What follows belongs to an exercise in optimizing a design on an open flow for small area; a production flow would make more cautious choices.
In this exercise RTL edits were held to simulation tests only and were not proved equivalent to the original.
Power and IR drop assume default switching activity.

==> flow/design.v <==
module color_decoder( color , vga_color );
input wire [5:0] color ;
output reg [11:0] vga_color ;  
always @(*)
begin
    case (color)
        6'h00: vga_color = { 4'h5 , 4'h5 , 4'h5  } ;
        6'h01: vga_color = { 4'h0 , 4'h1 , 4'h7 } ;
        6'h02: vga_color = { 4'h0 , 4'h1 , 4'h9  } ; 
        6'h03: vga_color = { 4'h3 , 4'h0 , 4'h8 } ;
        6'h04: vga_color = { 4'h4 , 4'h0 , 4'h6  } ; 
        6'h05: vga_color = { 4'h5 , 4'h0 , 4'h3 } ;
        6'h06: vga_color = { 4'h5 , 4'h0 , 4'h0  } ; 
        6'h07: vga_color = { 4'h3 , 4'h1 , 4'h0 } ;
        6'h08: vga_color = { 4'h2 , 4'h2 , 4'h0  } ; 
        6'h09: vga_color = { 4'h0 , 4'h3 , 4'h0 } ;
        6'h0a: vga_color = { 4'h0 , 4'h4 , 4'h0  } ; 
        6'h0b: vga_color = { 4'h0 , 4'h4 , 4'h0 } ;
        6'h0c: vga_color = { 4'h0 , 4'h3 , 4'h3  } ;
        6'h0d: vga_color = { 4'h0 , 4'h0 , 4'h0 } ;
        6'h0e: vga_color = { 4'h0 , 4'h0 , 4'h0  } ;
        6'h0f: vga_color = { 4'h0 , 4'h0 , 4'h0 } ;
        6'h10: vga_color = { 4'h9 , 4'h9 , 4'h9  } ; 
        6'h11: vga_color = { 4'h0 , 4'h4 , 4'hC } ;
        6'h12: vga_color = { 4'h3 , 4'h3 , 4'hE  } ; 
        6'h13: vga_color = { 4'h5 , 4'h1 , 4'hE } ; 
        6'h14: vga_color = { 4'h8 , 4'h1 , 4'hB  } ; 
        6'h15: vga_color = { 4'hA , 4'h1 , 4'h6 } ; 
        6'h16: vga_color = { 4'h9 , 4'h2 , 4'h2  } ; 
        6'h17: vga_color = { 4'h7 , 4'h3 , 4'h0 } ; 
        6'h18: vga_color = { 4'h5 , 4'h5 , 4'h0  } ;  
        6'h19: vga_color = { 4'h2 , 4'h7 , 4'h0 } ; 
        6'h1a: vga_color = { 4'h0 , 4'h7 , 4'h0  } ;  
        6'h1b: vga_color = { 4'h0 , 4'h7 , 4'h2 } ;
        6'h1c: vga_color = { 4'h0 , 4'h6 , 4'h7 } ;
        6'h1d: vga_color = { 4'h0 , 4'h0 , 4'h0 } ;
        6'h1e: vga_color = { 4'h0 , 4'h0 , 4'h0 } ;
        6'h1f: vga_color = { 4'h0 , 4'h0 , 4'h0 } ;
        6'h20: vga_color = { 4'hE , 4'hE , 4'hE } ;
        6'h21: vga_color = { 4'h4 , 4'h9 , 4'hE } ;
        6'h22: vga_color = { 4'h7 , 4'h7 , 4'hE } ;
        6'h23: vga_color = { 4'hB , 4'h6 , 4'hE } ;
        6'h24: vga_color = { 4'hE , 4'h5 , 4'hE } ;
        6'h25: vga_color = { 4'hE , 4'h5 , 4'hB } ;
        6'h26: vga_color = { 4'hE , 4'h6 , 4'h6 } ;
        6'h27: vga_color = { 4'hD , 4'h8 , 4'h2 } ;
        6'h28: vga_color = { 4'hA , 4'hA , 4'h0 } ;
        6'h29: vga_color = { 4'h7 , 4'hC , 4'h0 } ;
        6'h2a: vga_color = { 4'h4 , 4'hD , 4'h2 } ;
        6'h2b: vga_color = { 4'h3 , 4'hC , 4'h6 } ;
        6'h2c: vga_color = { 4'h3 , 4'hB , 4'hC } ;
        6'h2d: vga_color = { 4'h3 , 4'h3 , 4'h3 } ;
        6'h2e: vga_color = { 4'h0 , 4'h0 , 4'h0 } ;
        6'h2f: vga_color = { 4'h0 , 4'h0 , 4'h0 } ;
        6'h30: vga_color = { 4'hE , 4'hE , 4'hE } ;
        6'h31: vga_color = { 4'hA , 4'hC , 4'hE } ;
        6'h32: vga_color = { 4'hB , 4'hB , 4'hE } ;
        6'h33: vga_color = { 4'hD , 4'hB , 4'hE } ;
        6'h34: vga_color = { 4'hE , 4'hA , 4'hE } ;
        6'h35: vga_color = { 4'hE , 4'hA , 4'hD } ;
        6'h36: vga_color = { 4'hE , 4'hB , 4'hB } ;
        6'h37: vga_color = { 4'hE , 4'hC , 4'h9 } ;
        6'h38: vga_color = { 4'hC , 4'hD , 4'h7 } ;
        6'h39: vga_color = { 4'hB , 4'hD , 4'h7 } ;
        6'h3a: vga_color = { 4'hA , 4'hE , 4'h9 } ;
        6'h3b: vga_color = { 4'h9 , 4'hE , 4'hB } ;
        6'h3c: vga_color = { 4'hA , 4'hD , 4'hE } ;
        6'h3d: vga_color = { 4'hA , 4'hA , 4'hA } ;
        6'h3e: vga_color = { 4'h0 , 4'h0 , 4'h0 } ;
        6'h3f: vga_color = { 4'h0 , 4'h0 , 4'h0 } ;
        default: vga_color = { 4'h0 , 4'h0 , 4'h0 } ; 
    endcase
end
endmodule
module vga_sync(clk , pix_en , reset_n , Hsync , Vsync , video_on , v_count , h_count , v_blank , h_blank );
  input clk , pix_en , reset_n;  
  output wire Hsync , Vsync;
	output wire video_on; 
	output reg  [9:0] v_count;
	output reg  [9:0] h_count;
  output wire v_blank , h_blank ;
    wire h_countmaxed = (h_count == 799);  
    wire v_countmaxed = (v_count == 524);  
    always @(posedge clk )
    begin
      if ( !reset_n )
        h_count <= 0 ;
      else if ( pix_en )
      begin
        if (h_countmaxed)
          h_count <= 0;
        else
          h_count <= h_count + 1;
      end
    end
    always @(posedge clk )
    begin
      if ( !reset_n )
        v_count <= 480 ;  
      else if ( pix_en )
      begin
        if (h_countmaxed)
        begin
          if(v_countmaxed)
            v_count <= 0;
          else
            v_count <= v_count + 1;
        end
      end
    end
    assign Hsync = ~(h_count >= (640 + 16) && (h_count < (640 + 16 + 96)));    
    assign Vsync = ~(v_count >= (480 + 10) && (v_count < (480 + 10 + 2)));    
    assign video_on = (h_count < 640) && (v_count < 480);
    assign v_blank = (v_count >= 480) ;
    assign h_blank = ( h_count >= 640 ) ;  
endmodule
module oam_ram ( clk , reset , cyc , st , st_addr , st_data , y , tsel , ty , tx , tt ) ;
input wire clk , reset ;
input wire [5:0] cyc ;
input wire st ;
input wire [7:0] st_addr ;
input wire [15:0] st_data ;
output wire [8:0] y ;       
input wire [1:0] tsel ;     
output reg [4:0] ty ;
output reg [9:0] tx ;
output reg [9:0] tt ;
wire [16:0] prod = st_addr * 9'd171 ;
wire [5:0] st_spr = prod[14:9] ;
wire [1:0] st_fld = st_addr - { st_spr , 1'b0 } - st_spr ;
reg pv ;
reg [5:0] ps ;
reg [1:0] pf ;
reg [9:0] pd ;
wire sat9 = |st_data[15:9] ;
wire sat10 = |st_data[15:10] ;
wire [5:0] pdiff = cyc + 6'd1 - ps ;
wire tap_hit = pv && ( pdiff[3:0] == 4'd0 ) ;
always @( posedge clk )
begin
    if ( reset )
        pv <= 0 ;
    else if ( st && st_addr < 8'd192 )
    begin
        pv <= 1 ;
        ps <= st_spr ;
        pf <= st_fld ;
        if ( st_fld == 2'd0 )
            pd <= { 1'b0 , sat9 ? 9'h1FF : st_data[8:0] } ;
        else if ( st_fld == 2'd1 )
            pd <= sat10 ? 10'h3FF : st_data[9:0] ;
        else
            pd <= st_data[9:0] ;
    end
    else if ( tap_hit )
        pv <= 0 ;
end
reg [64*29-1:0] r ;
genvar j ;
generate
    for ( j = 0 ; j < 64 ; j = j + 1 )
    begin : stage
        wire [28:0] prev = r[((j + 63) % 64)*29 +: 29] ;
        if ( j % 16 == 0 )
        begin : tap
            wire hit = tap_hit && ( pdiff[5:4] == j / 16 ) ;
            always @( posedge clk )
            begin
                r[j*29 +: 9]      <= ( hit && pf == 2'd0 ) ? pd[8:0] : prev[8:0] ;
                r[j*29 + 9 +: 10] <= ( hit && pf == 2'd1 ) ? pd : prev[18:9] ;
                r[j*29 + 19 +: 10] <= ( hit && pf == 2'd2 ) ? pd : prev[28:19] ;
            end
        end
        else
        begin : sh
            always @( posedge clk )
                r[j*29 +: 29] <= prev ;
        end
    end
endgenerate
assign y = r[8:0] ;
always @(*)
begin
    case ( tsel )
        2'd0 : { tt , tx , ty } = { r[0*29+9 +: 20] , r[0*29 +: 5] } ;
        2'd1 : { tt , tx , ty } = { r[16*29+9 +: 20] , r[16*29 +: 5] } ;
        2'd2 : { tt , tx , ty } = { r[32*29+9 +: 20] , r[32*29 +: 5] } ;
        default : { tt , tx , ty } = { r[48*29+9 +: 20] , r[48*29 +: 5] } ;
    endcase
end
endmodule
module cpu_interface( clk , reset_n , data_in , data_out , data_oe , cs , we_b , reg_select ,
      oam_addr , oam_dout , oam_we , oam_en ,
      mem_addr , mem_dout , mem_en , mem_we , v_blank , cpu_nmi );
input clk , v_blank , reset_n;
input wire cs , we_b ;
input wire [2:0] reg_select ;
input wire [7:0] data_in ;
output wire [7:0] data_out ;
output wire data_oe ;
output reg cpu_nmi;
output reg [7:0] oam_addr ; 
output reg [15:0] oam_dout;
output reg oam_we , oam_en;
output reg [15:0] mem_addr ;
output reg [7:0] mem_dout;
output reg mem_en , mem_we ;
wire our_time_input = (!we_b && cs);
reg [7:0] ppu_ctrl ;
wire oam_addr_inc = ppu_ctrl[0] ;  
wire mem_addr_inc = ppu_ctrl[1] ;  
wire enable_nmi = ppu_ctrl[2] ;
wire rendering = ppu_ctrl[3] ;  
reg oam_data_second ;  
reg[1:0] state;
reg oam_write;
reg [7:0] save_data ;
reg [2:0] reg_sel_save ;
reg pipeline ;
reg pipeline2 ;
reg pipeline3 ; 
always@( posedge clk )
begin
    if ( our_time_input )
    begin
        save_data <= data_in ;
        reg_sel_save <= reg_select ;
    end
end
always @( posedge clk )
begin
    pipeline <= our_time_input ;
    pipeline2 <= pipeline ;
    pipeline3 <= pipeline2 ; 
end
always@( posedge clk )  
begin
    if ( !reset_n )
    begin
        oam_addr <= 0;
        oam_dout <= 0;
        mem_addr <= 0;
        mem_dout <= 0;
        ppu_ctrl <= 0;
        oam_write <= 0;
        state <= 2 ;
        oam_data_second <= 0 ;
    end
    else
    begin
        if ( !pipeline2 && pipeline3 && !state )
        begin
            case (reg_sel_save)
                0:  
                    ppu_ctrl <= save_data ;
                1:  
                begin
                    mem_addr <= { mem_addr[7:0] , save_data };
                end
                2:  
                begin
                    mem_dout <= save_data ;  
                    oam_write <= 0 ; 
                    state <= 1;
                end
                3:  
                begin
                    oam_addr <= save_data ; 
                end
                4:  
                begin
                    oam_data_second <= oam_data_second + 1;
                    if ( oam_data_second )  
                    begin
                        oam_write <= 1 ;  
                        state <= 1 ; 
                    end
                    oam_dout <= { oam_dout[7:0] , save_data }; 
                end
            endcase
        end
        else 
        begin
            case (state)
                1:
                begin
                    state <= 2;
                    if ( oam_write && oam_addr_inc )
                        oam_addr <= oam_addr + 1;
                    else if ( mem_addr_inc )
                        mem_addr <= mem_addr + 1;
                end
                2:
                begin
                    state <= 0;  
                end 
            endcase   
        end
    end
end
reg[7:0] driver;
assign data_out = driver ;
assign data_oe = cs && we_b ;
always @(*)
begin
    if ( cs && we_b )
    begin
        case (reg_select)
            0:
                driver = { 7'b0 , v_blank }  ;  
            1:
                driver = mem_addr[7:0] ;
            2:
                driver = mem_dout ;
            3:
                driver = oam_addr ;
            4:
                driver = oam_dout[7:0] ;
            default:
                driver = 8'hFF ;
        endcase
    end
    else begin
        driver = 8'h00 ;
    end
end
always @(*)
begin
    oam_we = 0;
    oam_en = 0;
    mem_we = 0;
    mem_en = 0;
    case(state)
        1:
        begin
            if ( oam_write )
            begin
                oam_we = 1 ;
                oam_en = 1 ;
            end
            else
            begin
                mem_we = 1;
                mem_en = 1;
            end
        end
    endcase
end
reg nmi_done;
reg [3:0] nmi_counter;
always @( posedge clk )
begin
    if ( !reset_n )
    begin
        nmi_done <= 0;
        nmi_counter <= 0;
        cpu_nmi <= 1;  
    end
    else if ( v_blank )
    begin
        if ( !nmi_done && ppu_ctrl[2] )  
        begin
            nmi_counter <= nmi_counter + 1;
            cpu_nmi <= 0;
            if ( nmi_counter == 4'b1111 )
            begin
                nmi_done <= 1 ;
                cpu_nmi <= 1 ;
            end
        end
    end
    else
    begin
        nmi_done <= 0 ;
        nmi_counter <= 0 ;
    end
end
endmodule
module sprite_engine ( clk , reset , divider , h_count , v_count , h_blank , v_blank ,
        oam_y , tsel , oam_ty , oam_tx , oam_tt ,
        pat_addr , pat_en , pat_data ,
        pal_we , pal_addr , pal_din , color_out ) ;
input wire clk , reset ;
input wire [1:0] divider ;
input wire [9:0] h_count , v_count ;
input wire h_blank , v_blank ;
input wire [8:0] oam_y ;
output wire [1:0] tsel ;
input wire [4:0] oam_ty ;
input wire [9:0] oam_tx ;
input wire [9:0] oam_tt ;
output wire [13:0] pat_addr ;
output wire pat_en ;
input wire [31:0] pat_data ;
input wire pal_we ;
input wire [6:0] pal_addr ;
input wire [5:0] pal_din ;
output wire [5:0] color_out ;
integer i ;
genvar g ;
wire [9:0] vp1 = v_count + 10'd1 ;
wire eval_win = !v_blank && ( h_count[9:4] == 6'd1 ) ;
wire [10:0] ydiff = { 1'b0 , vp1 } - { 2'b0 , oam_y } ;
wire match = ( ydiff[10:5] == 6'd0 ) ;
wire take = eval_win && match ;
reg [3:0] count ;
always @( posedge clk )
begin
    if ( h_count[9:4] == 6'd0 )
        count <= 0 ;
    else if ( take && !count[3] )
        count <= count + 1 ;
end
wire [5:0] cyc = { h_count[3:0] , ~divider[1] , divider[0] } ;
reg [5:0] s_idx [0:6] ;
reg [4:0] s_row7 ;
generate
    for ( g = 0 ; g < 7 ; g = g + 1 )
    begin : slot
        always @( posedge clk )
            if ( take && count == g )
                s_idx[g] <= cyc ;
    end
endgenerate
always @( posedge clk )
    if ( take && count == 4'd7 )
        s_row7 <= ydiff[4:0] ;
localparam S_WAIT = 3'd0 , S_F0 = 3'd1 , S_F1 = 3'd2 , S_F2 = 3'd3 , S_ADDR = 3'd4 , S_READ = 3'd5 , S_IDLE = 3'd6 ;
reg [2:0] st ;
reg [1:0] fi , bp , wc ;
reg [2:0] ui ;
wire eng_rst = reset || ( h_count == 10'd799 ) ;
wire step = !v_blank && divider[1] && h_blank ;
wire u_valid = ( count > { 1'b0 , ui } ) ;
wire [4:0] vp2 = vp1[4:0] + 5'd1 ;
wire [5:0] rd = cyc - s_idx[ui] ;
assign tsel = rd[5:4] ;
wire rd_hit = ( rd[3:0] == 4'd0 ) ;
wire win = !v_blank && h_blank && ( st == S_WAIT || st == S_F0 || st == S_F1 || st == S_F2 || st == S_ADDR ) ;
wire cap = win && ( ui == 3'd7 || !u_valid || rd_hit ) ;
reg [6:0] pa_tile ;
reg [1:0] pa_plane ;
reg [4:0] pa_row ;
assign pat_addr = { pa_tile , pa_plane , pa_row } ;
always @( posedge clk )
    if ( cap )
    begin
        pa_tile <= ( u_valid && ui != 3'd7 ) ? oam_tt[6:0] : 7'h7F ;
        if ( !u_valid )
            pa_row <= vp2 ;
        else if ( ui == 3'd7 )
            pa_row <= s_row7 ;
        else
            pa_row <= vp1[4:0] - oam_ty ;
    end
assign pat_en = ( st == S_READ ) ;
wire pat_take = step && st == S_READ && wc == 2'd3 && ui != 3'd7 ;
always @( posedge clk )
begin
    if ( eng_rst )
    begin
        st <= S_WAIT ;
        fi <= 0 ;
        ui <= 0 ;
        bp <= 0 ;
        wc <= 0 ;
    end
    else if ( step )
    begin
        case ( st )
            S_WAIT : st <= S_F0 ;
            S_F0 : st <= S_F1 ;
            S_F1 : st <= S_F2 ;
            S_F2 :
            begin
                if ( fi == 2'd2 )
                begin
                    st <= S_ADDR ;
                    fi <= 0 ;
                    bp <= 0 ;
                    wc <= 0 ;
                end
                else
                begin
                    fi <= fi + 1 ;
                    st <= S_F0 ;
                end
            end
            S_ADDR :
            begin
                pa_plane <= bp ;
                st <= S_READ ;
            end
            S_READ :
            begin
                if ( wc == 2'd3 )
                begin
                    if ( bp == 2'd3 )
                    begin
                        if ( ui == 3'd7 )
                            st <= S_IDLE ;
                        else
                        begin
                            st <= S_F0 ;
                            ui <= ui + 1 ;
                        end
                    end
                    else
                        st <= S_ADDR ;
                    bp <= bp + 1 ;
                end
                wc <= wc + 1 ;
            end
            default : ;
        endcase
    end
end
reg [32*28-1:0] w ;
wire [31:0] pat_word = { pat_data[7:0] , pat_data[15:8] , pat_data[23:16] , pat_data[31:24] } ;
always @( posedge clk )
    if ( pat_take )
        w <= { w[32*27-1:0] , pat_word } ;
reg [9:0] u_x [0:6] ;
reg [2:0] u_pal [0:6] ;
reg [6:0] u_v ;
generate
    for ( g = 0 ; g < 7 ; g = g + 1 )
    begin : unit
        always @( posedge clk )
            if ( cap && ui == g )
            begin
                u_x[g] <= oam_tx ;
                u_pal[g] <= oam_tt[9:7] ;
                u_v[g] <= u_valid ;
            end
    end
endgenerate
wire [9:0] s_cnt = h_count + { 9'd0 , ( divider != 2'd2 ) } ;
reg [3:0] u_col [0:6] ;
reg [10:0] kd ;
reg [3:0] color_number ;
reg [2:0] palette_number ;
always @(*)
begin
    for ( i = 0 ; i < 7 ; i = i + 1 )
    begin
        kd = { 1'b0 , s_cnt } - { 1'b0 , u_x[i] } ;
        if ( u_v[i] && kd[10:5] == 6'd0 )
            u_col[i] = { w[32*(27-4*i-3) + 31 - kd[4:0]] , w[32*(27-4*i-2) + 31 - kd[4:0]] ,
                         w[32*(27-4*i-1) + 31 - kd[4:0]] , w[32*(27-4*i) + 31 - kd[4:0]] } ;
        else
            u_col[i] = 4'd0 ;
    end
    color_number = 0 ;
    palette_number = 0 ;
    for ( i = 6 ; i >= 0 ; i = i - 1 )
        if ( u_col[i] != 4'd0 )
        begin
            color_number = u_col[i] ;
            palette_number = u_pal[i] ;
        end
end
wire [128*6-1:0] pm ;
generate
    for ( g = 0 ; g < 128 ; g = g + 1 )
    begin : pal
        if ( g >= 16 && g % 16 == 0 )
        begin : unused
            assign pm[g*6 +: 6] = 6'd0 ;
        end
        else
        begin : used
            reg [5:0] e ;
            always @( posedge clk )
                if ( pal_we && pal_addr == g )
                    e <= pal_din ;
            assign pm[g*6 +: 6] = e ;
        end
    end
endgenerate
assign color_out = pm[ { palette_number , color_number } * 6 +: 6 ] ;
endmodule
module picoPPU( clk , btnC , JC , NMI , JB_i , JB_o , JB_oe , vgaRed , vgaGreen , vgaBlue , Hsync , Vsync ,
                  pat_addr , pat_en , pat_data ) ;
input clk , btnC ;
output [3:0] vgaRed ;
output [3:0] vgaGreen ;
output [3:0] vgaBlue ;
output wire Hsync , Vsync ;
input wire [7:0] JB_i ; 
output wire [7:0] JB_o ;
output wire JB_oe ;
output wire [13:0] pat_addr ;
output wire pat_en ;
input wire [31:0] pat_data ;
input wire [6:0] JC ; 
output wire NMI ;
wire video_enable ;
wire [9:0] v_count ;
wire [9:0] h_count ;
wire v_blank , h_blank ;
reg [1:0] divider ;
always @( posedge clk )
begin
    if ( btnC )
        divider <= 0 ;
    else
        divider <= divider + 1 ;
end
wire pix_en = ( divider == 2'd1 ) ;
wire reset_n = !btnC ;
wire chip_select = !JC[1] && JC[2] && JC[3] ;  
wire [7:0] inter_oam_addr ;
wire [15:0] inter_oam_dout ;
wire inter_oam_we , inter_oam_en ;
wire [15:0] inter_mem_addr ;
wire [7:0] inter_mem_dout ;
wire inter_mem_we , inter_mem_en ;
cpu_interface pico_ppu_interface (.clk(clk) , .reset_n(reset_n) , .data_in(JB_i) , .data_out(JB_o) , .data_oe(JB_oe) , .cs(chip_select) ,
         .we_b(JC[0]) , .reg_select(JC[6:4]) ,
         .oam_addr(inter_oam_addr) , .oam_dout(inter_oam_dout) , .oam_we(inter_oam_we) ,
         .oam_en(inter_oam_en) ,
         .mem_addr(inter_mem_addr) , .mem_dout(inter_mem_dout) , .mem_en(inter_mem_en) ,
         .mem_we(inter_mem_we) , .v_blank(v_blank) , .cpu_nmi(NMI) ) ;
wire [5:0] cyc = { h_count[3:0] , ~divider[1] , divider[0] } ;
wire [8:0] oam_y ;
wire [1:0] tsel ;
wire [4:0] oam_ty ;
wire [9:0] oam_tx , oam_tt ;
oam_ram prim_oam ( .clk(clk) , .reset(btnC) , .cyc(cyc) , .st(inter_oam_we && v_blank) , .st_addr(inter_oam_addr) ,
         .st_data(inter_oam_dout) , .y(oam_y) , .tsel(tsel) , .ty(oam_ty) , .tx(oam_tx) , .tt(oam_tt) ) ;
wire [5:0] pix_out ;
sprite_engine engine ( .clk(clk) , .reset(btnC) , .divider(divider) , .h_count(h_count) , .v_count(v_count) ,
         .h_blank(h_blank) , .v_blank(v_blank) , .oam_y(oam_y) , .tsel(tsel) , .oam_ty(oam_ty) , .oam_tx(oam_tx) , .oam_tt(oam_tt) ,
         .pat_addr(pat_addr) , .pat_en(pat_en) , .pat_data(pat_data) ,
         .pal_we(inter_mem_we) , .pal_addr(inter_mem_addr[6:0]) , .pal_din(inter_mem_dout[5:0]) , .color_out(pix_out) ) ;
wire [11:0] decoder_out ;
color_decoder ppu_color_decoder ( .color(pix_out) , .vga_color(decoder_out) ) ;
vga_sync ppu_vga_sync ( .clk(clk) , .pix_en(pix_en) , .reset_n(reset_n) , .Hsync(Hsync) , .Vsync(Vsync) , .video_on(video_enable) , .v_count(v_count) , .h_count(h_count) , .v_blank(v_blank) , .h_blank(h_blank) ) ;
assign { vgaRed , vgaGreen , vgaBlue } = video_enable ? decoder_out : 12'd0 ;
endmodule
==> flow/run.sh <==
#!/bin/bash
# synth_recipe.tcl (not shown) runs the flow's synth.tcl, then flattens the netlist and writes it again
# the make line also repeats each setting of config.mk as NAME=value (left out here)
make -C /OpenROAD-flow-scripts/flow DESIGN_CONFIG=/design/flow/config.mk WORK_HOME=/design/flow/orfs CLKGATE_MAP_FILE= SYNTH_SCRIPT=/design/flow/synth_recipe.tcl finish
==> flow/config.mk <==
export PLATFORM = sky130hd
export DESIGN_NAME = picoPPU
export DESIGN_NICKNAME = picoPPU
export VERILOG_FILES = /design/flow/design.v
export SDC_FILE = /design/flow/constraint.sdc
export NUM_CORES = 4
export LEC_CHECK = 0
export CAP_MARGIN = 20
export CORE_MARGIN = 2
export CORE_UTILIZATION = 45
export PLACE_DENSITY = 0.6
export SLEW_MARGIN = 20
==> flow/constraint.sdc <==
create_clock -name core_clock -period 12.0 [get_ports {clk}]
set_input_delay 2.4000 -clock core_clock [delete_from_list [all_inputs] [get_ports {clk}]]
set_output_delay 2.4000 -clock core_clock [all_outputs]
set_load 0.01 [all_outputs]
==> results by group, run 1 <==
Floorplan
  • Die area: between 200000 and 300000 sq um
  • Initial Util: a little under half
  • Site row count: between 150 and 200
  • Die Wd: 527 microns
  • IO Count: a little under 90
  • Core box area: approximately 270000 sq um
  • Die height: 527 microns

GRT
  • Global-route usage over all layers: roughly a fifth
  • Initial antenna violation count: 6
  • Gr ovfl total: 0
  • First-pass GRT wire length: 412000 microns
  • Largest net degree at the start of global routing: between 200 and 250
  • Number of global-route vias before repair: 64600

Critical path
  • Crit path max fanout: 34
  • CP Buf/Inv Count: 12
  • Setup crit start kind: flop
  • Slowest-stage cell, CP: fa_4
  • Crit. End Element: output pin
  • Critical path arrival: 9390 ps
  • Worst path max stage delay: between 900 and 1000 ps
  • Most frequent cell on the critical path: inv_1
  • Crit Path Class: flop to output pin
  • Worst Path Required: 9600 ps
  • Delay-heaviest family, CP: compound AO/OA/AOI/OAI gates

Layout
  • Design area: 143000 sq um
  • Synthesis-to-finish area growth: 16.0%
  • Final non-filler cell total: 12000
  • Fraction of layout cells with a size suffix above 1: around 17%
  • Commonest cells after routing, fill and taps aside: dfxtp_1 (1945), edfxtp_1 (1810), nand2_1 (484), clkbuf_16 (395), mux2i_1 (338)
  • Most common cell after layout, fill and taps aside: dfxtp_1
  • Final net count: 8397

Route
  • DRC errors left: 0
  • Via count: 64200
  • Wire length after detailed routing: 276000 microns
  • Final ANT Viol Nets: 0
  • DR iter-0 viols: approximately 5900
  • Via density: 5.35
  • Total iterations of the first detailed-routing run: 8
  • DR WL/cell: between 20 and 25 microns

Clock network
  • Clock buffer count from CTS: 373
  • Clock sink total: 3761
  • CTS max path bufs: 4
  • Clock transition at path regs: 60 ps
  • Later-pin clock latency in the skew report: 1030 ps
  • H-Tree Depth: 5
  • CTS tree: yes
  • CTS root buf: clkbuf_16
  • Hold_buf cts: 0

Power
  • Max IR drop VDD: 0.142 mV
  • LEAKAGE: a little over 50 nW
  • Power, Total: roughly 0.026 W
  • Pwr Density: 182 nW/um^2

Synthesis
  • Sequential share of the synthesized area: 75.9%
  • Seq cells post-synth: 3761
  • Synth warn: 10
  • Top cell type's share of synthesized area: roughly 44%
  • Synth area leader: edfxtp_1
  • Post-synth EDFFs: 1810
  • Synth Net Count: 7957
  • Largest cells by area after synthesis: edfxtp_1 (44%), dfxtp_1 (32%), mux4_2 (3.8%)
  • Synth Area per Inst: approximately 16 sq um
  • Synthesized area: 123000 sq um
  • Async set-or-reset flop fraction in the synthesized netlist: 0%
  • Prevailing post-synth register cell: dfxtp_1
  • Cells after synthesis: 7701
  • Unique masters post-synth: 115

Timing
  • Period utilization: a little over nine tenths
  • Final Slew Violations: 0
  • RSZ-0062 raised after global routing: yes
  • Worst-Margin Slew: 1170 ps
  • Final hold vios: 0
  • Minimum clock period: around 12000 ps
  • Relative slew slack: 21.9%
  • Hold Slack: ~240 ps
  • Finish-stage setup viols: 0
  • Clk_skew: 123 ps
  • Final setup margin: 210 ps
  • Max Freq: 84.8 MHz

Place
  • Port buffer count: 87
  • Placed Area: approximately 130000 sq um
  • GP Congestion: 0.940
  • Dpl hpwl: approximately 180000 microns
  • Placed Instances: 11300
  • Post-place setup slack: -135 ps

Job
  • Max-Cap Viols: 0

Hold path
  • Hold WC Path Type: flop to flop

Outcome
  • Status: complete, no violations
through the flow:
step                      setup TNS [ps]  utilization [%]
after CTS                              0             52.0
after global placement              -348             47.3
after global routing                -396             52.4
after floorplan                        -                -
after detailed placement            -426             47.3
final                                  0             52.4
sequential cells by signal (all words and copies together), names as in the netlist, 10 cells and up:
register and cells:
engine.w 896, pico_ppu_interface.oam_dout 16, engine.u_pal 21, engine.u_x 70, engine.pal.used.e 726, ppu_vga_sync.h_count 10
prim_oam.pd 10, prim_oam.r 1856, engine.s_idx 42, ppu_vga_sync.v_count 10
synthesized netlist by cell type (all sizes together), types with 22 or more instances:
cell type  instances
a2111oi           48
a211oi            56
a21o              29
a21oi            208
a221oi            31
a22oi             37
a31oi             43
and2              45
and3              64
buf              153
clkbuf           148
dfxtp           1951
edfxtp          1810
fa                22
ha               185
inv              225
mux2             176
mux2i            358
mux4             207
nand2            495
nand2b            44
nand3            149
nand4             44
nor2             339
nor2b             70
nor3              57
nor4              58
o2111ai           26
o211ai            52
o21a              24
o21ai            113
o22ai             27
or2               22
xnor2             54
xor2              41
report_power, final:
group	leakage (nW)	internal (W)	switching (W)	total [W]
Clock	5.87	0.00658	0.00467	0.0113
Combinational	13.7	0.000707	0.000769	0.00148
Sequential	32.0	0.0133	0.00000534	0.0133
Total	51.6	0.0206	0.00545	0.0261
path summary, 6_finish.rpt:
kind / end / startpoint / slack, ps / cells after the start
worst max register to register: engine.pa_row[4] / engine.ui[2] / 4980 / 24
worst min register to register: prim_oam.r[1736] / prim_oam.r[1707] / 240 / 0
worst max-delay path: vgaRed[0] / divider[0] / 210 / 34
worst min-delay path: prim_oam.r[1736] / prim_oam.r[1707] / 240 / 0
layer usage:
metal  vias to the layer above  share of wire (%)  wire length, microns  track usage (%)
li1                      29400                  -                     -                -
met1                     32000                 43                118000             26.2
met2                      2166                 47                130000             31.5
met3                       632                6.5                 17900             3.75
met4                         2                3.8                 10400             7.39
met5                         -             0.0047                    13                0
final cells by class:
type | instances | area, sq um
antenna | 2 | 5.00
clock buffer | 519 | 10600
clock inverter | 141 | 1310
fill | 22000 | 130000
inverter | 226 | 848
multi-input combinational | 3413 | 28300
sequential | 3761 | 93400
tap | 3589 | 4490
timing repair buffer | 366 | 3870
cell families after synthesis:
kind of cell / synth area share, %
flip-flops: 75.9
AND/OR/NAND/NOR: 5.67
AO/OA/AOI/OAI: 5.26
multiplexers: 8.31
buffers and inverters: 1.97
adder cells (fa/ha/maj): 2.24
XOR/XNOR: 0.709
repair_timing:
action                     in CTS  in global routing
resized for setup              77                138
gates cloned                    8                  6
pin swaps                      13                 18
setup endpoints to repair      12                 12
buffers inserted               27                 26
==> inputs of run 2 (changes only) <==
--- a/flow/config.mk
+++ b/flow/config.mk
@@ -9,4 +9,6 @@
 export CORE_MARGIN = 2
 export CORE_UTILIZATION = 45
+export CTS_CLUSTER_DIAMETER = 80
+export CTS_CLUSTER_SIZE = 30
 export PLACE_DENSITY = 0.6
 export SLEW_MARGIN = 20
==> run 2 against run 1 <==
  * Still clean on timing, DRC and antenna
  * Hold slack gained 62 ps
  * Non-clock buffer count grew 17
  * Register-to-register slack gained 30 ps
  * Clock skew shrank 73 ps
  * Clock power shrank about 40%
  * Setup slack gained 31 ps
  * Global-route usage shrank 0.48 points
  * Via count shrank 2.3%
==> results by group, run 2 <==
Hold path
  • WHS Path Cells: 0 (unchanged)
  • Hold WC Path Type: flop to flop (unchanged)
  • Worst hold start: prim_oam.r[729] (was prim_oam.r[1707])
  • Hold worst-path end: prim_oam.r[758] (was prim_oam.r[1736])

GRT
  • Initial antenna violation count: 2 (was 6)
  • Largest net degree at the start of global routing: 210 (unchanged)
  • Number of global-route vias before repair: 62100 (was 64600)
  • Global-route usage over all layers: 19.0% (was 19.5%)
  • Gr ovfl total: 0 (unchanged)
  • First-pass GRT wire length: 402000 microns (was 412000 microns)

Power
  • Clock power share: 31.5% (was 43.2%)
  • Max IR drop VDD: 0.135 mV (was 0.142 mV)
  • Net Sw Frac: 22.4% (was 20.9%)
  • Comb power frac: 7.0% (was 5.7%)
  • Switching pwr: 0.00485 W (was 0.00545 W)
  • Pwr Density: 159 nW/um^2 (was 182 nW/um^2)
  • Seq pwr share: 61.5% (was 51.2%)
  • Internal: 0.0168 W (was 0.0206 W)
  • LEAKAGE: 48.4 nW (was 51.6 nW)

Clock network
  • H-Tree Depth: 4 (was 5)
  • CTS root buf: clkbuf_16 (unchanged)
  • CTS tree: yes (unchanged)
  • Clock sink total: 3761 (unchanged)
  • Clock transition at path regs: 100 ps (was 60 ps)
  • Later-pin clock latency in the skew report: 880 ps (was 1030 ps)
  • Hold_buf cts: 0 (unchanged)
  • CTS max path bufs: 3 (was 4)
  • Clock buffer count from CTS: 161 (was 373)

Place
  • Post-place setup slack: -135 ps (unchanged)
  • GP Congestion: 0.940 (unchanged)
  • Placed Instances: 11300 (unchanged)
  • Placed Area: 129000 sq um (unchanged)
  • Dpl hpwl: 176000 microns (unchanged)
  • Port buffer count: 87 (unchanged)

Floorplan
  • Die area: 278000 sq um (unchanged)
  • Die height: 527 microns (unchanged)
  • Site row count: 192 (unchanged)
  • Initial Util: 45.1% (unchanged)
  • Die Wd: 527 microns (unchanged)
  • Core box area: 273000 sq um (unchanged)
  • IO Count: 88 (unchanged)

Synthesis
  • Synth warn: 10 (unchanged)
  • Prevailing post-synth register cell: dfxtp_1 (unchanged)
  • Async set-or-reset flop fraction in the synthesized netlist: 0% (unchanged)
  • Cells after synthesis: 7701 (unchanged)
  • Unique masters post-synth: 115 (unchanged)
  • Top cell type's share of synthesized area: 44.1% (unchanged)
  • Post-synth EDFFs: 1810 (unchanged)
  • Synth Area per Inst: 16.0 sq um (unchanged)
  • Seq cells post-synth: 3761 (unchanged)
  • Sequential share of the synthesized area: 75.9% (unchanged)
  • Synth area leader: edfxtp_1 (unchanged)
  • Largest cells by area after synthesis: edfxtp_1 (44%), dfxtp_1 (32%), mux4_2 (3.8%) (unchanged)
  • Synthesized area: 123000 sq um (unchanged)
  • Synth Net Count: 7957 (unchanged)
  • Top-count cell post-synth: dfxtp_1 (unchanged)
  • Post-synth top cells: dfxtp_1 (1951), edfxtp_1 (1810), nand2_1 (494), mux2i_1 (358), nor2_1 (338) (unchanged)

Route
  • Total iterations of the first detailed-routing run: 7 (was 8)
  • Wire length after detailed routing: 271000 microns (was 276000 microns)
  • Via density: 5.39 (was 5.35)
  • Via count: 62800 (was 64200)
  • Final ANT Viol Nets: 0 (unchanged)
  • DR WL/cell: 23.3 microns (was 23.0 microns)
  • DR iter-0 viols: 6181 (was 5869)
  • DRC errors left: 0 (unchanged)

Critical path
  • Reg2Reg Setup Slack: 5010 ps (was 4980 ps)
  • Crit Path Class: flop to output pin (unchanged)
  • Reg2reg start: engine.ui[2] (unchanged)
  • Worst Path Required: 9600 ps (about the same)
  • Crit path max fanout: 34 (unchanged)
  • Crit. End Element: output pin (unchanged)
  • Reg2Reg Capture Point: engine.pa_row[4] (unchanged)
  • Most frequent cell on the critical path: inv_1 (unchanged)
  • R2R depth: 24 (unchanged)
  • Slowest-stage cell, CP: fa_4 (unchanged)
  • Critical path arrival: 9360 ps (was 9390 ps)
  • Setup crit start kind: flop (unchanged)
  • Worst path max stage delay: 940 ps (was 970 ps)

Timing
  • Finish-stage setup viols: 0 (unchanged)
  • Final Slew Violations: 0 (unchanged)
  • Clk_skew: 50.6 ps (was 123 ps)
  • Worst-Margin Slew: 1210 ps (was 1170 ps)
  • Max Freq: 85.0 MHz (was 84.8 MHz)
  • Final hold vios: 0 (unchanged)
  • Period utilization: 98.0% (was 98.2%)
  • Minimum clock period: 11760 ps (was 11790 ps)
  • Final setup margin: 241 ps (was 210 ps)
  • Hold Slack: 300 ps (was 238 ps)
  • Relative slew slack: 19.2% (was 21.9%)

Layout
  • Most common cell after layout, fill and taps aside: dfxtp_1 (unchanged)
  • Commonest cells after routing, fill and taps aside: dfxtp_1 (1945), edfxtp_1 (1810), nand2_1 (484), mux2i_1 (338), nor2_1 (328) (was dfxtp_1 (1945), edfxtp_1 (1810), nand2_1 (484), clkbuf_16 (395), mux2i_1 (338))
  • Synthesis-to-finish area growth: 11.0% (was 16.0%)
  • Most flop-heavy register: prim_oam.r (unchanged)
  • Design area: 137000 sq um (was 143000 sq um)
  • Max reg flops: 1856 (unchanged)
  • Fraction of layout cells with a size suffix above 1: 14.2% (was 16.9%)
  • Final Util: 50.1% (was 52.4%)
  • Final net count: 8202 (was 8397)
  • Top Registers: prim_oam.r: 1856 flops, engine.w: 896 flops, engine.pal.used.e: 726 flops (unchanged)
  • Final non-filler cell total: 11600 (was 12000)

Job
  • Max-Cap Viols: 0 (unchanged)

Outcome
  • Status: complete, no violations (unchanged)
-- run 2: cell families after synthesis --
kind of cell | Yosys count | synth area share [%]
AO/OA/AOI/OAI | 907 | 5.26
XOR/XNOR | 95 | 0.709
adder cells (fa/ha/maj) | 207 | 2.24
buffers and inverters | 527 | 1.97
flip-flops | 3761 | 75.9
multiplexers | 741 | 8.31
AND/OR/NAND/NOR | 1463 | 5.67
-- run 2: worst max path at each step --
stage / slack [ps] / depth (start not counted) / to / startpoint
2_1_floorplan: -20740 / 8 / engine.ui[0] / ppu_vga_sync.v_count[5]
3_3_place_gp: -160 / 32 / vgaGreen[2] / divider[0]
3_5_place_dp: -130 / 32 / vgaGreen[2] / divider[0]
4_1_cts: 1 / 33 / vgaRed[2] / divider[0]
5_1_grt: -50 / 39 / vgaRed[1] / divider[0]
6_report: 240 / 36 / vgaRed[0] / divider[0]
-- run 2: cell type report --
type | instances | area (sq um)
fillers | 22700 | 136000
flip-flops and latches | 3761 | 93400
multi-input cells | 3413 | 28500
well taps | 3589 | 4490
clock buffers | 189 | 4200
repair buffers | 383 | 4050
clock inverters | 70 | 1180
inverters | 226 | 848
diodes | 2 | 5.00
-- run 2: timing repair --
action | CTS | global route
gates resized for setup | 78 | 165
gates cloned | 7 | 11
pin swaps | 15 | 23
hold endpoints to repair | 0 | 0
buffers inserted | 26 | 39
setup endpoints to repair | 12 | 12
-- run 2: per-layer routing --
metal	vias up	routed length, microns	global-route usage (%)	share of wire (%)
met5	-	0	0	0
met3	469	16400	3.01	6.0
li1	28800	-	-	-
met1	31500	117000	26.0	43
met2	2008	128000	30.9	47
met4	0	9480	6.57	3.5
-- run 2: critical path: cells and delay by family (launching register included) --
family | cells | cell delay, ps
buf+inv | 13 | 2240
simple gates | 5 | 960
fa+ha+maj | 5 | 1680
flops | 1 | 340
compound gates | 9 | 2370
mux | 4 | 800
-- run 2: stage by stage --
stage / total power (W) / setup TNS [ps]
2_1_floorplan: 0.0145 / -
3_3_place_gp: 0.0150 / -348
3_5_place_dp: 0.0150 / -426
4_1_cts: 0.0217 / 0
5_1_grt: 0.0224 / -251
6_report: 0.0217 / 0
-- run 2: power by group through the flow --
stage / registers (W) / clock network, W / logic [W]
detailed placement: 0.0136 / 0 / 0.00136
finish: 0.0133 / 0.00683 / 0.00152
global placement: 0.0136 / 0 / 0.00135
global route: 0.0133 / 0.00745 / 0.00162
CTS: 0.0133 / 0.00700 / 0.00143
floorplan: 0.0136 / 0 / 0.000933
==> inputs of run 3 (changes only) <==
--- a/flow/design.v
+++ b/flow/design.v
@@ -73,5 +73,5 @@
 end
 endmodule
-module vga_sync(clk , pix_en , reset_n , Hsync , Vsync , video_on , v_count , h_count , v_blank , h_blank );
+module vga_sync(clk , pix_en , reset_n , Hsync , Vsync , video_on , v_count , h_count , v_blank , h_blank , video_on_next );
   input clk , pix_en , reset_n;  
   output wire Hsync , Vsync;
@@ -80,6 +80,10 @@
 	output reg  [9:0] h_count;
   output wire v_blank , h_blank ;
+  output wire video_on_next ;  
     wire h_countmaxed = (h_count == 799);  
     wire v_countmaxed = (v_count == 524);  
+    wire [9:0] h_next = !reset_n ? 10'd0 : !pix_en ? h_count : h_countmaxed ? 10'd0 : h_count + 10'd1 ;
+    wire [9:0] v_next = !reset_n ? 10'd480 : !( pix_en && h_countmaxed ) ? v_count : v_countmaxed ? 10'd0 : v_count + 10'd1 ;
+    assign video_on_next = (h_next < 640) && (v_next < 480);
     always @(posedge clk )
     begin
@@ -120,5 +124,5 @@
 input wire st ;
 input wire [7:0] st_addr ;
-input wire [15:0] st_data ;
+input wire [10:0] st_data ;    
 output wire [8:0] y ;       
 input wire [1:0] tsel ;     
@@ -133,6 +137,6 @@
 reg [1:0] pf ;
 reg [9:0] pd ;
-wire sat9 = |st_data[15:9] ;
-wire sat10 = |st_data[15:10] ;
+wire sat10 = st_data[10] ;
+wire sat9 = st_data[10] | st_data[9] ;
 wire [5:0] pdiff = cyc + 6'd1 - ps ;
 wire tap_hit = pv && ( pdiff[3:0] == 4'd0 ) ;
@@ -201,5 +205,5 @@
 output reg cpu_nmi;
 output reg [7:0] oam_addr ; 
-output reg [15:0] oam_dout;
+output reg [10:0] oam_dout;  
 output reg oam_we , oam_en;
 output reg [15:0] mem_addr ;
@@ -276,5 +280,5 @@
                         state <= 1 ; 
                     end
-                    oam_dout <= { oam_dout[7:0] , save_data }; 
+                    oam_dout <= { |oam_dout[7:2] , oam_dout[1:0] , save_data }; 
                 end
             endcase
@@ -396,5 +400,5 @@
 input wire [6:0] pal_addr ;
 input wire [5:0] pal_din ;
-output wire [5:0] color_out ;
+output wire [5:0] color_out ;  
 integer i ;
 genvar g ;
@@ -437,5 +441,5 @@
 assign tsel = rd[5:4] ;
 wire rd_hit = ( rd[3:0] == 4'd0 ) ;
-wire win = !v_blank && h_blank && ( st == S_WAIT || st == S_F0 || st == S_F1 || st == S_F2 || st == S_ADDR ) ;
+wire win = !v_blank && h_blank && !eng_rst && ( st == S_WAIT || st == S_F0 || st == S_F1 || st == S_F2 || st == S_ADDR ) ;
 wire cap = win && ( ui == 3'd7 || !u_valid || rd_hit ) ;
 reg [6:0] pa_tile ;
@@ -536,5 +540,5 @@
     end
 endgenerate
-wire [9:0] s_cnt = h_count + { 9'd0 , ( divider != 2'd2 ) } ;
+wire [9:0] s_cnt = ( h_count == 10'd799 ) ? 10'd0 : h_count + 10'd1 ;
 reg [3:0] u_col [0:6] ;
 reg [10:0] kd ;
@@ -579,5 +583,6 @@
     end
 endgenerate
-assign color_out = pm[ { palette_number , color_number } * 6 +: 6 ] ;
+wire [6:0] pal_sel = { palette_number , color_number } ;
+assign color_out = ( pal_we && pal_addr == pal_sel ) ? pal_din : pm[ pal_sel * 6 +: 6 ] ;
 endmodule
 module picoPPU( clk , btnC , JC , NMI , JB_i , JB_o , JB_oe , vgaRed , vgaGreen , vgaBlue , Hsync , Vsync ,
@@ -597,4 +602,5 @@
 output wire NMI ;
 wire video_enable ;
+wire video_on_next ;
 wire [9:0] v_count ;
 wire [9:0] h_count ;
@@ -612,5 +618,5 @@
 wire chip_select = !JC[1] && JC[2] && JC[3] ;  
 wire [7:0] inter_oam_addr ;
-wire [15:0] inter_oam_dout ;
+wire [10:0] inter_oam_dout ;
 wire inter_oam_we , inter_oam_en ;
 wire [15:0] inter_mem_addr ;
@@ -637,5 +643,8 @@
 wire [11:0] decoder_out ;
 color_decoder ppu_color_decoder ( .color(pix_out) , .vga_color(decoder_out) ) ;
-vga_sync ppu_vga_sync ( .clk(clk) , .pix_en(pix_en) , .reset_n(reset_n) , .Hsync(Hsync) , .Vsync(Vsync) , .video_on(video_enable) , .v_count(v_count) , .h_count(h_count) , .v_blank(v_blank) , .h_blank(h_blank) ) ;
-assign { vgaRed , vgaGreen , vgaBlue } = video_enable ? decoder_out : 12'd0 ;
+vga_sync ppu_vga_sync ( .clk(clk) , .pix_en(pix_en) , .reset_n(reset_n) , .Hsync(Hsync) , .Vsync(Vsync) , .video_on(video_enable) , .v_count(v_count) , .h_count(h_count) , .v_blank(v_blank) , .h_blank(h_blank) , .video_on_next(video_on_next) ) ;
+reg [11:0] rgb ;
+always @( posedge clk )
+    rgb <= video_on_next ? decoder_out : 12'd0 ;
+assign { vgaRed , vgaGreen , vgaBlue } = rgb ;
 endmodule
--- a/flow/config.mk
+++ b/flow/config.mk
@@ -8,7 +8,7 @@
 export CAP_MARGIN = 20
 export CORE_MARGIN = 2
-export CORE_UTILIZATION = 45
+export CORE_UTILIZATION = 60
 export CTS_CLUSTER_DIAMETER = 80
 export CTS_CLUSTER_SIZE = 30
-export PLACE_DENSITY = 0.6
+export PLACE_DENSITY = 0.7
 export SLEW_MARGIN = 20
==> run 3 against run 2 <==
  * Final cell count decreased by 10%
  * Critical path type is now flop to flop
  * Power increased by 5.2%
  * Still clean
  * Via count decreased by 0.74%
  * Sequential cell count increased by 7
  * Area after synthesis decreased by 0.68%
  * Fmax increased by 6.4%
  * Clock power decreased by 3.1%
==> results by group, run 3 <==
Place
  • Placed Instances: 10200 (was 11300)
  • Dpl hpwl: 175000 microns (was 176000 microns)
  • GP Congestion: 0.972 (was 0.940)
  • Placed Area: 126000 sq um (was 129000 sq um)
  • Port buffer count: 87 (unchanged)

Synthesis
  • Synthesized area: 122000 sq um (was 123000 sq um)
  • Unique masters post-synth: 105 (was 115)
  • Synth warn: 10 (unchanged)
  • Largest cells by area after synthesis: edfxtp_1 (44%), dfxtp_1 (32%), mux4_2 (4.2%) (was edfxtp_1 (44%), dfxtp_1 (32%), mux4_2 (3.8%))
  • Seq cells post-synth: 3768 (was 3761)
  • Post-synth top cells: dfxtp_1 (1958), edfxtp_1 (1810), nand2_1 (509), nor2_1 (334), mux2i_1 (277) (was dfxtp_1 (1951), edfxtp_1 (1810), nand2_1 (494), mux2i_1 (358), nor2_1 (338))
  • Async set-or-reset flop fraction in the synthesized netlist: 0% (unchanged)
  • Prevailing post-synth register cell: dfxtp_1 (unchanged)
  • Synth area leader: edfxtp_1 (unchanged)
  • Post-synth EDFFs: 1810 (unchanged)
  • Top cell type's share of synthesized area: 44.4% (was 44.1%)
  • Synth Net Count: 7847 (was 7957)
  • Sequential share of the synthesized area: 76.5% (was 75.9%)
  • Synth Area per Inst: 16.1 sq um (was 16.0 sq um)
  • Top-count cell post-synth: dfxtp_1 (unchanged)
  • Cells after synthesis: 7596 (was 7701)

Clock network
  • Postcts setup bufs: 0 (was 26)
  • # resized after CTS: 0 (was 78)
  • Later-pin clock latency in the skew report: 870 ps (was 880 ps)
  • CTS tree: yes (unchanged)
  • Clock buffer count from CTS: 159 (was 161)
  • CTS root buf: clkbuf_16 (unchanged)
  • H-Tree Depth: 4 (unchanged)
  • CTS max path bufs: 3 (unchanged)
  • Clock sink total: 3768 (was 3761)
  • Hold_buf cts: 0 (unchanged)
  • Clock transition at path regs: 110 ps (was 100 ps)

Route
  • Via density: 5.96 (was 5.39)
  • DR WL/cell: 25.3 microns (was 23.3 microns)
  • Via count: 62300 (was 62800)
  • Wire length after detailed routing: 265000 microns (was 271000 microns)
  • DR iter-0 viols: 6549 (was 6181)
  • Total iterations of the first detailed-routing run: 10 (was 7)
  • DRC errors left: 0 (unchanged)
  • Final ANT Viol Nets: 0 (unchanged)

Critical path
  • R2R depth: 27 (was 24)
  • CP startpoint: ppu_vga_sync.h_count[0] (was divider[0])
  • CP endpoint: rgb[6] (was vgaRed[0])
  • Crit. End Element: flop (was output pin)
  • Levels on crit path: 27 (was 36)
  • Worst path max stage delay: 1170 ps (was 940 ps)
  • CP Buf/Inv Count: 3 (was 13)
  • Critical path arrival: 11780 ps (was 9360 ps)
  • Setup crit start kind: flop (unchanged)
  • Delay-heaviest family, CP: compound AO/OA/AOI/OAI gates (unchanged)
  • Crit path max fanout: 17 (was 34)
  • Worst Path Required: 12730 ps (was 9600 ps)
  • Reg2Reg Capture Point: rgb[6] (was engine.pa_row[4])
  • Reg2Reg Setup Slack: 950 ps (was 5010 ps)
  • Reg2reg start: ppu_vga_sync.h_count[0] (was engine.ui[2])
  • Slowest-stage cell, CP: fa_1 (was fa_4)
  • Crit Path Class: flop to flop (was flop to output pin)

Power
  • Pwr Density: 173 nW/um^2 (was 159 nW/um^2)
  • Max IR drop VDD: 0.173 mV (was 0.135 mV)
  • LEAKAGE: 46.9 nW (was 48.4 nW)

Layout
  • Final net count: 7933 (was 8202)
  • Final Util: 65.1% (was 50.1%)
  • Most common cell after layout, fill and taps aside: dfxtp_1 (unchanged)
  • Synthesis-to-finish area growth: 7.61% (was 11.0%)
  • Max reg flops: 1856 (unchanged)
  • Final non-filler cell total: 10500 (was 11600)
  • Fill cells: 14100 (was 22700)
  • Top Registers: prim_oam.r: 1856 flops, engine.w: 896 flops, engine.pal.used.e: 726 flops (unchanged)
  • Most flop-heavy register: prim_oam.r (unchanged)
  • Fraction of layout cells with a size suffix above 1: 10.8% (was 14.2%)
  • Design area: 132000 sq um (was 137000 sq um)
  • Commonest cells after routing, fill and taps aside: dfxtp_1 (1952), edfxtp_1 (1810), nand2_1 (508), nor2_1 (327), mux2i_1 (277) (was dfxtp_1 (1945), edfxtp_1 (1810), nand2_1 (484), mux2i_1 (338), nor2_1 (328))

GRT
  • Number of global-route vias before repair: 61500 (was 62100)
  • Global-route usage over all layers: 25.3% (was 19.0%)
  • Initial antenna violation count: 11 (was 2)
  • Gr ovfl total: 0 (unchanged)
  • Largest net degree at the start of global routing: 183 (was 210)
  • First-pass GRT wire length: 395000 microns (was 402000 microns)

Floorplan
  • Die Wd: 456 microns (was 527 microns)
  • Core box area: 202000 sq um (was 273000 sq um)
  • IO Count: 88 (unchanged)
  • Initial Util: 60.5% (was 45.1%)
  • Die height: 456 microns (was 527 microns)
  • Site row count: 165 (was 192)
  • Die area: 207000 sq um (was 278000 sq um)

Timing
  • Period utilization: 92.1% (was 98.0%)
  • Minimum clock period: 11050 ps (was 11760 ps)
  • Setup tns final: 0 ps (unchanged)
  • Hold Slack: 318 ps (was 300 ps)
  • Max Freq: 90.5 MHz (was 85.0 MHz)
  • Clk_skew: 64.1 ps (was 50.6 ps)
  • Finish-stage setup viols: 0 (unchanged)
  • Relative slew slack: 22.0% (was 19.2%)
  • Final Slew Violations: 0 (unchanged)
  • Worst-Margin Slew: 1170 ps (was 1210 ps)
  • RSZ-0062 raised after global routing: no
  • Final hold vios: 0 (unchanged)

Hold path
  • Hold WC Path Type: flop to flop (unchanged)

Job
  • Max-Cap Viols: 0 (unchanged)

Outcome
  • Status: complete, no violations (unchanged)
[run 3: cell types whose count changed in the layout (fill, tap and decap cells not counted), sizes merged, moves of 18 or more]
cell | before | now
nor3 | 57 | 78
nand2b | 44 | 26
and2 | 45 | 18
inv | 252 | 228
nand3 | 149 | 214
mux2i | 358 | 277
mux4 | 207 | 229
nor4 | 58 | 27
buf | 284 | 126
[run 3: layer usage]
layer / GRT usage (%) / share of wire, % / vias up
li1: - / - / 28100
met1: 34.8 / 41 / 31100
met2: 40.7 / 48 / 2565
met3: 4.87 / 7.9 / 530
met4: 8.42 / 3.6 / 8
met5: 0 / 0.020 / -
[run 3: where the power goes]
part	leakage, nW	internal [W]	switching [W]	total [W]
sequential	32.5	0.0133	0.00000730	0.0133
clock	2.46	0.00267	0.00396	0.00662
combinational	12.0	0.000915	0.00191	0.00282
[run 3: cell type report]
cell class,instances,area (sq um),share of cell area [%]
Clock buffer,197,4200,3.19
Timing Repair Buffer,213,1920,1.46
Clock inverter,62,946,0.719
Tap cell,2672,3340,2.54
Antenna cell,8,20.0,0.0152
Sequential cell,3768,93600,71.1
Inverter,206,774,0.588
Multi-Input combinational cell,3334,26900,20.4
[run 3: cells by family after synthesis]
family	Yosys count	synth area share, %
AND/OR/NAND/NOR	1473	5.65
flip-flops	3768	76.5
XOR/XNOR	96	0.706
multiplexers	667	7.97
AO/OA/AOI/OAI	896	5.21
adder cells (fa/ha/maj)	202	2.20
buffers and inverters	494	1.79
[run 3: stage by stage]
stage | setup slack [ps] | power [W]
after global routing | 492 | 0.0235
after detailed placement | 1370 | 0.0164
after global placement | 1570 | 0.0164
after floorplan | 2940 | 0.0154
final | 947 | 0.0228
after CTS | 1310 | 0.0228
[run 3: worst min-delay path by stage]
| stage | start | end | cells past startpoint |
|---|---|---|---|
| after floorplan | pico_ppu_interface.pipeline | pico_ppu_interface.pipeline2 | 0 |
| after global placement | prim_oam.r[1342] | prim_oam.r[1371] | 0 |
| after detailed placement | prim_oam.r[1060] | prim_oam.r[1089] | 0 |
| after CTS | prim_oam.r[423] | prim_oam.r[452] | 0 |
| after global routing | prim_oam.r[423] | prim_oam.r[452] | 0 |
| final | prim_oam.r[423] | prim_oam.r[452] | 0 |
[run 3: worst register-to-register path: cells and delay by family, from the launching register on]
kind                     cells  cell delay (ps)
AO/OA/AOI/OAI               11             4480
adder cells (fa/ha/maj)      4             2160
buffers and inverters        3              450
flip-flops                   1              640
multiplexers                 1              440
AND/OR/NAND/NOR              8             2780
==> inputs of run 4 (changes only) <==
--- a/flow/config.mk
+++ b/flow/config.mk
@@ -8,7 +8,7 @@
 export CAP_MARGIN = 20
 export CORE_MARGIN = 2
-export CORE_UTILIZATION = 60
+export CORE_UTILIZATION = 45
 export CTS_CLUSTER_DIAMETER = 80
 export CTS_CLUSTER_SIZE = 30
-export PLACE_DENSITY = 0.7
+export PLACE_DENSITY = 0.6
 export SLEW_MARGIN = 20
==> run 4 against run 3 <==
  * Still clean on timing, DRC and antenna
  * Routed wire length grew 6.3%
  * Cell area rose by 1.2%
  * Non-clock buffer count up 20
  * Sequential share of layout area down 0.83 points
  * Area after synthesis did not move
  * Utilization fell by 16 points
  * Power increased by 1.5%
  * Die area is 33% higher
  * Global-route usage shrank 5.2 points
  * Critical endpoint is now rgb[2]
==> results by group, run 4 <==
Outcome
  • Status: complete, no violations (unchanged)

Synthesis
  • Seq cells post-synth: 3768 (unchanged)
  • Synth Net Count: 7847 (unchanged)
  • Synth warn: 10 (unchanged)
  • Largest cells by area after synthesis: edfxtp_1 (44%), dfxtp_1 (32%), mux4_2 (4.2%) (unchanged)
  • Adder-cell share of the synthesized area: 2.20% (unchanged)
  • Prevailing post-synth register cell: dfxtp_1 (unchanged)
  • Synth Area per Inst: 16.1 sq um (unchanged)
  • Simple-gate area share of the yosys netlist: 5.65% (unchanged)
  • Synth area leader: edfxtp_1 (unchanged)
  • Top cell type's share of synthesized area: 44.4% (unchanged)
  • Post-synth top cells: dfxtp_1 (1958), edfxtp_1 (1810), nand2_1 (509), nor2_1 (334), mux2i_1 (277) (unchanged)
  • Post-synth EDFFs: 1810 (unchanged)
  • Mux cell area share after synthesis: 7.97% (unchanged)
  • Largest family of logic cells by synthesized area: multiplexers (unchanged)
  • Sequential share of the synthesized area: 76.5% (unchanged)
  • Async set-or-reset flop fraction in the synthesized netlist: 0% (unchanged)
  • Top-count cell post-synth: dfxtp_1 (unchanged)
  • Synthesized area: 122000 sq um (unchanged)
  • Unique masters post-synth: 105 (unchanged)
  • Synth Area in Compound Gates: 5.21% (unchanged)
  • Cells after synthesis: 7596 (unchanged)
  • XOR/XNOR Fraction of Synth Area: 0.706% (unchanged)

Job
  • Max-Cap Viols: 0 (unchanged)

Timing
  • RSZ-0062 raised after global routing: no (unchanged)
  • Minimum clock period: 11230 ps (was 11050 ps)
  • Final Slew Violations: 0 (unchanged)
  • Relative slew slack: 25.2% (was 22.0%)
  • Setup tns final: 0 ps (unchanged)
  • Clk_skew: 80.6 ps (was 64.1 ps)
  • Final hold vios: 0 (unchanged)
  • Finish-stage setup viols: 0 (unchanged)
  • Worst-Margin Slew: 1110 ps (was 1170 ps)
  • Period utilization: 93.6% (was 92.1%)
  • Max Freq: 89.0 MHz (was 90.5 MHz)

Critical path
  • Slowest-stage cell, CP: fa_2 (was fa_1)
  • CP Buf/Inv Count: 7 (was 3)
  • Delay-heaviest family, CP: compound AO/OA/AOI/OAI gates (unchanged)
  • Crit Path Class: flop to flop (unchanged)
  • Most frequent cell on the critical path: buf_4
  • Worst path max stage delay: 1070 ps (was 1170 ps)
  • Critical path arrival: 12020 ps (was 11780 ps)
  • Worst Path Required: 12780 ps (was 12730 ps)
  • Setup crit start kind: flop (unchanged)
  • Crit. End Element: flop (unchanged)
  • Crit path max fanout: 38 (was 17)

GRT
  • Global-route usage over all layers: 20.0% (was 25.3%)
  • Initial antenna violation count: 12 (was 11)
  • Largest net degree at the start of global routing: 204 (was 183)
  • First-pass GRT wire length: 414000 microns (was 395000 microns)
  • Number of global-route vias before repair: 61200 (was 61500)
  • Gr ovfl total: 0 (unchanged)

Floorplan
  • Initial Util: 45.2% (was 60.5%)
  • Die height: 525 microns (was 456 microns)
  • Die Wd: 525 microns (was 456 microns)
  • Die area: 276000 sq um (was 207000 sq um)
  • Core box area: 271000 sq um (was 202000 sq um)
  • Site row count: 191 (was 165)
  • IO Count: 88 (unchanged)

Clock network
  • Clock buffer count from CTS: 163 (was 159)
  • Clock sink total: 3768 (unchanged)
  • Hold_buf cts: 0 (unchanged)
  • Clock transition at path regs: 110 ps (about the same)
  • H-Tree Depth: 4 (unchanged)
  • Postcts setup bufs: 0 (unchanged)
  • # resized after CTS: 0 (unchanged)
  • CTS max path bufs: 3 (unchanged)
  • CTS root buf: clkbuf_16 (unchanged)
  • Later-pin clock latency in the skew report: 930 ps (was 870 ps)
  • CTS tree: yes (unchanged)

Layout
  • Max reg flops: 1856 (unchanged)
  • Fraction of layout cells with a size suffix above 1: 11.1% (was 10.8%)
  • Fill cells: 22700 (was 14100)
  • Most common cell after layout, fill and taps aside: dfxtp_1 (unchanged)
  • Most flop-heavy register: prim_oam.r (unchanged)
  • Design area: 133000 sq um (was 132000 sq um)
  • Final Util: 49.2% (was 65.1%)
  • Top Registers: prim_oam.r: 1856 flops, engine.w: 896 flops, engine.pal.used.e: 726 flops (unchanged)
  • Final net count: 7957 (was 7933)
  • Synthesis-to-finish area growth: 8.87% (was 7.61%)
  • Commonest cells after routing, fill and taps aside: dfxtp_1 (1952), edfxtp_1 (1810), nand2_1 (508), nor2_1 (326), mux2i_1 (277) (was dfxtp_1 (1952), edfxtp_1 (1810), nand2_1 (508), nor2_1 (327), mux2i_1 (277))

Route
  • DR WL/cell: 24.7 microns (was 25.3 microns)
  • Wire length on met2: 124000 microns (was 126000 microns)
  • Routed metal-1 wire length: 129000 microns (was 108000 microns)
  • Final ANT Viol Nets: 0 (unchanged)
  • Via count: 62700 (was 62300)
  • DR WL met3: 17600 microns (was 20900 microns)
  • Via density: 5.50 (was 5.96)
  • Total iterations of the first detailed-routing run: 6 (was 10)
  • Wire length after detailed routing: 281000 microns (was 265000 microns)
  • DRC errors left: 0 (unchanged)
  • Top Metal Used: met4 (was met5)
  • DR iter-0 viols: 7023 (was 6549)

Power
  • Max IR drop VDD: 0.152 mV (was 0.173 mV)
  • LEAKAGE: 47.1 nW (was 46.9 nW)
  • Pwr Density: 174 nW/um^2 (was 173 nW/um^2)

Place
  • Dpl hpwl: 184000 microns (was 175000 microns)
  • Placed Area: 128000 sq um (was 126000 sq um)
  • Port buffer count: 87 (unchanged)
  • GP Congestion: 0.945 (was 0.972)

Hold path
  • Hold WC Path Type: flop to flop (unchanged)
[run 4: path summary, 6_finish.rpt]
path / from / end / slack [ps] / cells past startpoint
min reg2reg: prim_oam.r[1507] / prim_oam.r[1536] / 280 / 0
max reg2reg: ppu_vga_sync.h_count[1] / rgb[2] / 770 / 33
min: prim_oam.r[1507] / prim_oam.r[1536] / 280 / 0
max: ppu_vga_sync.h_count[1] / rgb[2] / 770 / 33
[run 4: metrics by stage]
| step | instances | hold WS (ps) | setup slack (ps) | power, W |
|---|---|---|---|---|
| floorplan | 7596 | 310 | 2940 | 0.0154 |
| global placement | 11100 | 310 | 1170 | 0.0165 |
| detailed placement | 11100 | 312 | 1000 | 0.0165 |
| CTS | 11400 | 290 | 1010 | 0.0233 |
| global route | 11400 | 300 | 487 | 0.0239 |
| finish | 11400 | 282 | 767 | 0.0231 |
[run 4: logic make-up (layout without fill, tap and decap cells)]
group | after synthesis | count (layout)
AO/OA/AOI/OAI | 896 | 896
flip-flops | 3768 | 3768
buffers and inverters | 494 | 705
multiplexers | 667 | 667
AND/OR/NAND/NOR | 1473 | 1473
XOR/XNOR | 96 | 96
other | 0 | 7
adder cells (fa/ha/maj) | 202 | 202
[run 4: report_power, final]
part / switching [W] / total (W) / internal, W / leakage [nW]
Sequential: 0.00000595 / 0.0133 / 0.0133 / 32.5
Clock: 0.00410 / 0.00690 / 0.00280 / 2.59
Combinational: 0.00196 / 0.00289 / 0.000932 / 12.1
[run 4: final cells by class]
cell class / instances / area [sq um] / share of cell area [%]
well taps: 3570 / 4470 / 3.35
repair buffers: 233 / 2120 / 1.59
clock inverters: 70 / 1100 / 0.826
flip-flops and latches: 3768 / 93600 / 70.3
multi-input cells: 3334 / 26800 / 20.1
diodes: 7 / 17.5 / 0.0132
inverters: 206 / 774 / 0.582
clock buffers: 196 / 4310 / 3.23
[run 4: layer usage]
| layer | vias to the layer above | track usage (%) |
|---|---|---|
| met5 | - | 0 |
| met4 | 0 | 7.32 |
| met3 | 441 | 3.23 |
| met2 | 2069 | 29.8 |
| met1 | 32000 | 29.6 |
| li1 | 28200 | - |

afterwards: timing with drivers on the ports:
In the flow no input, the clock included, has a driving cell. The finished layouts below were timed again as built, in two steps.
Step 1: set_driving_cell puts a clkbuf_16 on clk and a buf_2 on each other input, an assumption about the parent block.
Step 2 times the ports against the registers' clock, not the clock port: input delays grow and output delays shrink by t, the midpoint of the rising clock arrivals with the driver on.
Slacks: ideal / step 1 / step 2; pairs: ideal / step 1.
run | shift t [ns] | setup slack, ns | worst setup path at the end | worst slew at a driven data input, ns
run 1 | 1.044 | 0.210 / 0.121 / 1.165 | register to output | 0.05
run 2 | 0.954 | 0.241 / 0.155 / 1.109 | register to output | 0.05
run 3 | 0.927 | 0.947 / 0.947 / 0.947 | register to register | 0.11
run 4 | 0.966 | 0.767 / 0.767 / 0.767 | register to register | 0.17
After both steps setup and hold are still met in every run listed.
